What follows belongs to an exercise in optimizing a design on an open flow for small area, a short achievable clock period and few clock cycles per item; a production flow would make more cautious choices. Where RTL was checked, it was by simulation tests only, not by an equivalence proof against the original. Power and IR drop assume default switching activity.

Setup of JK:
==> module risc, before the edit <==
module risc (
    input         reset,
    input         clk0,
    input  [31:0] mem_datain,
    output [23:0] paddr,
    output [31:0] mem_dataout,
    output        mem_req,
    output        mem_rdwr,
    output        halted
);
reg  [23:0] ar;     
reg  [31:0] acc;
reg  [31:0] ir;     
reg  [1:0]  ir_nz;  
reg         e;      
reg         hlt;    
reg         chk;    
reg         c_jge, c_jne;           
reg         wr;                     
reg         c_mem;                  
reg  [2:0]  c_op;                   
reg         c_shr, c_shl;
reg         c_clr;                  
localparam [2:0] OP_LDA = 3'b000, OP_COM = 3'b001, OP_AND = 3'b010, OP_OR  = 3'b011,
                 OP_XOR = 3'b100, OP_SWP = 3'b101, OP_ADD = 3'b110, OP_SUB = 3'b111;
wire        c_add = c_mem & c_op[2] & c_op[1];      
wire        c_ld  = c_mem & ~(c_op[2] & c_op[1]);   
assign paddr       = ar;
assign mem_dataout = acc;
assign mem_req     = ~hlt;
assign mem_rdwr    = ~wr;
assign halted      = hlt;
wire [31:0] d  = mem_datain;
wire [7:0] o   = d[31:24];
wire       def = (o[7:4] == 4'h0);
wire       d_lda = def & (o[3:0] == 4'h0);
wire       d_sto = def & (o[3:0] == 4'h1);
wire       d_add = def & (o[3:0] == 4'h2);
wire       d_sub = def & (o[3:0] == 4'h3);
wire       d_jmp = def & (o[3:0] == 4'h4);
wire       d_jge = def & (o[3:0] == 4'h5);
wire       d_jne = def & (o[3:0] == 4'h6);
wire       d_stp = def & (o[3:0] == 4'h7);
wire       d_shr = def & (o[3:0] == 4'h8);
wire       d_shl = def & (o[3:0] == 4'h9);
wire       d_and = def & (o[3:0] == 4'ha);
wire       d_or  = def & (o[3:0] == 4'hb);
wire       d_xor = def & (o[3:0] == 4'hc);
wire       d_com = def & (o[3:0] == 4'hd);
wire       d_swp = def & (o[3:0] == 4'he);
wire       d_mem = d_lda | d_sto | d_add | d_sub | d_and | d_or | d_xor | d_com | d_swp;
wire       d_cj  = d_jge | d_jne;
wire [2:0] d_op = {d_xor | d_swp | d_add | d_sub,
                   d_and | d_or  | d_add | d_sub,
                   d_com | d_or  | d_swp | d_sub};
reg [3:0] k;
always @* begin
    case (c_op)
        OP_LDA:  k = 4'b1010;
        OP_COM:  k = 4'b0101;
        OP_AND:  k = 4'b1000;
        OP_OR:   k = 4'b1110;
        OP_XOR:  k = 4'b0110;
        OP_ADD:  k = 4'b0110;
        OP_SUB:  k = 4'b1001;
        default: k = 4'b1010;
    endcase
    if (~e) k = 4'b1010;
end
wire k_swp = e & (c_op == OP_SWP);
wire sign_n = ~c_clr & (c_ld ? ir[31] : c_shr ? 1'b0 : c_shl ? acc[30] : acc[31]);
wire nz_n   = ~c_clr & (c_ld ? (|ir_nz) : ((|acc[30:1]) | (acc[31] & ~c_shl) | (acc[0] & ~c_shr)));
wire cond_n = (d_jge & ~sign_n) | (d_jne & nz_n);
wire squash = chk & ~((c_jge & ~acc[31]) | (c_jne & (|acc)));
wire [31:0] sum;
add32 adder (.a(acc), .p(ir), .ci(c_op[0]), .s(sum));
wire        x_ld  = c_ld & ~e, x_add = c_add & ~e, x_shr = c_shr & ~e, x_shl = c_shl & ~e;
wire [31:0] acc_n =
      ({32{x_ld}}  & ir)
    | ({32{x_add}} & sum)
    | ({32{x_shr}} & {1'b0, acc[31:1]})
    | ({32{x_shl}} & {acc[30:0], 1'b0})
    | ({32{~(x_ld | x_add | x_shr | x_shl | c_clr)}} & acc);
wire [23:0] ar1;
inc24 incr (.a(ar), .s(ar1));
wire [31:0] dl = (acc & d & {32{k[3]}}) | (acc & ~d & {32{k[2]}})
               | (~acc & d & {32{k[1]}}) | (~acc & ~d & {32{k[0]}});
wire [31:0] ir_n = k_swp ? {d[15:0], d[31:16]} :
                   e     ? dl : {d[31:24], ar1};
wire        jge_ok = c_add | ~sign_n, jne_ok = c_add | nz_n;
wire        jump = def & ((o[3:0] <= 4'h4) | ((o[3:0] >= 4'ha) & (o[3:0] != 4'hf))
                          | ((o[3:0] == 4'h5) & jge_ok) | ((o[3:0] == 4'h6) & jne_ok));
wire        back = e | squash;
wire [23:0] ar_n = (jump & ~back) ? d[23:0] : back ? ir[23:0] : ar1;
always @(posedge clk0) begin
    ir    <= ir_n;
    ir_nz <= {|dl[31:16], |dl[15:0]};    
end
always @(posedge clk0) begin
    if (~e) begin
        c_op  <= d_op;
    end
end
always @(posedge clk0)
    acc <= acc_n;
always @(posedge clk0 or posedge reset)
    if (reset)
        c_clr <= 1'b1;
    else if (~e)
        c_clr <= 1'b0;
always @(posedge clk0 or posedge reset) begin
    if (reset) begin
        ar    <= 24'h0;
        e     <= 1'b0;
        wr    <= 1'b0;
        hlt   <= 1'b0;
        chk   <= 1'b0;
        c_jge <= 1'b0; c_jne <= 1'b0;
        c_mem <= 1'b0; c_shr <= 1'b0; c_shl <= 1'b0;
    end else begin
        ar    <= ar_n;
        if (e) begin
            e     <= 1'b0;
            wr    <= 1'b0;
        end else begin
            e     <= ~squash & ~hlt & d_mem;
            wr    <= ~squash & ~hlt & d_sto;
            hlt   <= hlt | (~squash & d_stp);
            chk   <= ~squash & d_cj & c_add;
            c_jge <= ~squash & d_jge;
            c_jne <= ~squash & d_jne;
            c_mem <= ~squash & d_mem & ~d_sto;
            c_shr <= ~squash & d_shr;
            c_shl <= ~squash & d_shl;
        end
    end
end
endmodule
==> flow/config.mk <==
export PLATFORM = sky130hd
export DESIGN_NAME = risc
export DESIGN_NICKNAME = risc
export VERILOG_FILES = /design/flow/design.v
export SDC_FILE = /design/flow/constraint.sdc
export NUM_CORES = 4
export LEC_CHECK = 0
export ABC_AREA = 1
export CAP_MARGIN = 20
export CORE_MARGIN = 2
export CORE_UTILIZATION = 40
export SETUP_SLACK_MARGIN = 3.9
export SLEW_MARGIN = 20
==> flow/constraint.sdc <==
create_clock -name core_clock -period 6.5 [get_ports {clk0}]
set_input_delay 1.3000 -clock core_clock [delete_from_list [all_inputs] [get_ports {clk0}]]
set_output_delay 1.3000 -clock core_clock [all_outputs]
set_load 0.01 [all_outputs]
standard.sh (not shown) runs the stock make flow with config.mk's settings and CLKGATE_MAP_FILE= SYNTH_SCRIPT=/design/flow/synth_recipe.tcl, a recipe that flattens the netlist after the stock synthesis.
==> flow/flow/run.sh <==
#!/bin/bash
# Own flow: the standard layout (standard.sh, ORFS make) with the ports
# buffered by the smallest buffer instead of the default delay buffer. The
# resizer still upsizes any port buffer that timing or slew needs.
set -euo pipefail
bash standard.sh BUFFER_PORTS_ARGS="-buffer_cell sky130_fd_sc_hd__buf_1" finish > make_finish.log 2>&1
JK: PASS, flow complete, no timing, DRC or antenna violations
Edits applied to the flow inputs when going from JK to MS:
diff --git a/flow/design.v b/flow/design.v
--- a/flow/design.v
+++ b/flow/design.v
@@ -202,9 +202,9 @@
 reg         e;      
 reg         hlt;    
 reg         chk;    
 reg         c_jge, c_jne;           
-reg         wr;                     
+reg         c_sto;                  
 reg         c_mem;                  
 reg  [2:0]  c_op;                   
 reg         c_shr, c_shl;
 reg         c_clr;                  
@@ -214,9 +214,9 @@
 wire        c_ld  = c_mem & ~(c_op[2] & c_op[1]);   
 assign paddr       = ar;
 assign mem_dataout = acc;
 assign mem_req     = ~hlt;
-assign mem_rdwr    = ~wr;
+assign mem_rdwr    = ~(e & c_sto);
 assign halted      = hlt;
 wire [31:0] d  = mem_datain;
 wire [7:0] o   = d[31:24];
 wire       def = (o[7:4] == 4'h0);
@@ -273,19 +273,17 @@
 wire [31:0] dl = (acc & d & {32{k[3]}}) | (acc & ~d & {32{k[2]}})
                | (~acc & d & {32{k[1]}}) | (~acc & ~d & {32{k[0]}});
 wire [31:0] ir_n = k_swp ? {d[15:0], d[31:16]} :
                    e     ? dl : {d[31:24], ar1};
-wire        jge_ok = c_add | ~sign_n, jne_ok = c_add | nz_n;
-wire        jump = def & ((o[3:0] <= 4'h4) | ((o[3:0] >= 4'ha) & (o[3:0] != 4'hf))
-                          | ((o[3:0] == 4'h5) & jge_ok) | ((o[3:0] == 4'h6) & jne_ok));
-wire        back = e | squash;
-wire [23:0] ar_n = (jump & ~back) ? d[23:0] : back ? ir[23:0] : ar1;
+wire        jump = d_mem | d_jmp | (d_cj & (c_add | cond_n));
+wire [23:0] ar_n = (e | squash) ? ir[23:0] : jump ? d[23:0] : ar1;
 always @(posedge clk0) begin
     ir    <= ir_n;
     ir_nz <= {|dl[31:16], |dl[15:0]};    
 end
 always @(posedge clk0) begin
     if (~e) begin
+        c_sto <= d_sto;
         c_op  <= d_op;
     end
 end
 always @(posedge clk0)
@@ -298,21 +296,18 @@
 always @(posedge clk0 or posedge reset) begin
     if (reset) begin
         ar    <= 24'h0;
         e     <= 1'b0;
-        wr    <= 1'b0;
         hlt   <= 1'b0;
         chk   <= 1'b0;
         c_jge <= 1'b0; c_jne <= 1'b0;
         c_mem <= 1'b0; c_shr <= 1'b0; c_shl <= 1'b0;
     end else begin
         ar    <= ar_n;
         if (e) begin
             e     <= 1'b0;
-            wr    <= 1'b0;
         end else begin
             e     <= ~squash & ~hlt & d_mem;
-            wr    <= ~squash & ~hlt & d_sto;
             hlt   <= hlt | (~squash & d_stp);
             chk   <= ~squash & d_cj & c_add;
             c_jge <= ~squash & d_jge;
             c_jne <= ~squash & d_jne;
Findings:
Summary of MS over JK: share of the final layout cell area in sequential cells shows a reduction of 0.33 points, proportion of power drawn by combinational gates shows an increase of 0.6 points.
Relative to JK, weighted congestion reported at the end of routability-driven placement has decreased by 4.6% in MS.
The higher met2 layer wire length in the routed design came out of JK.
Re cell area: JK was lower than MS.
Comparing MS and JK, the lower number of buffers other than clock buffers in the final layout was measured on JK.
Worst supply voltage drop on vdd on MS is down relative to JK.
Summary — multi-input combinational gate total, MS relative to JK: lower, by 45.
Testbench counts of MS, summed over its fixed seeds: cycles 64,424, instructions 36,867.
No functional check of the RTL was part of JK.

## port drivers added, routing unchanged
The results above use ideal ports. As a check the final layouts listed here were re-extracted and re-timed, cells and wires unchanged.
Step 1: set_driving_cell puts a clkbuf_16 on clk0 and a buf_2 on each other input, an assumption about the parent block.
Step 2, shift: input delay + t, output delay - t, t = (earliest + latest rising clock arrival at the registers) / 2. This alone moves slack from input paths to output paths.
a / b / c = no drivers / after step 1 / after step 2; a / b = the first two.
run | shift t [ns] | setup WS [ns] | hold WS [ns] | worst register clock-pin slew, ns | pins driven straight from the clock port
JK | 0.409 | 3.873 / 3.873 / 3.626 | 0.473 / 0.473 / 0.473 | 0.08 / 0.08 | 1
MS | 0.405 | 3.785 / 3.735 / 3.330 | 0.453 / 0.453 / 0.453 | 0.08 / 0.08 | 1
After both steps every run listed still meets setup and hold. For MS, which loses most, drivers alone change the setup slack by -0.050 ns; drivers and shift together by -0.455 ns.
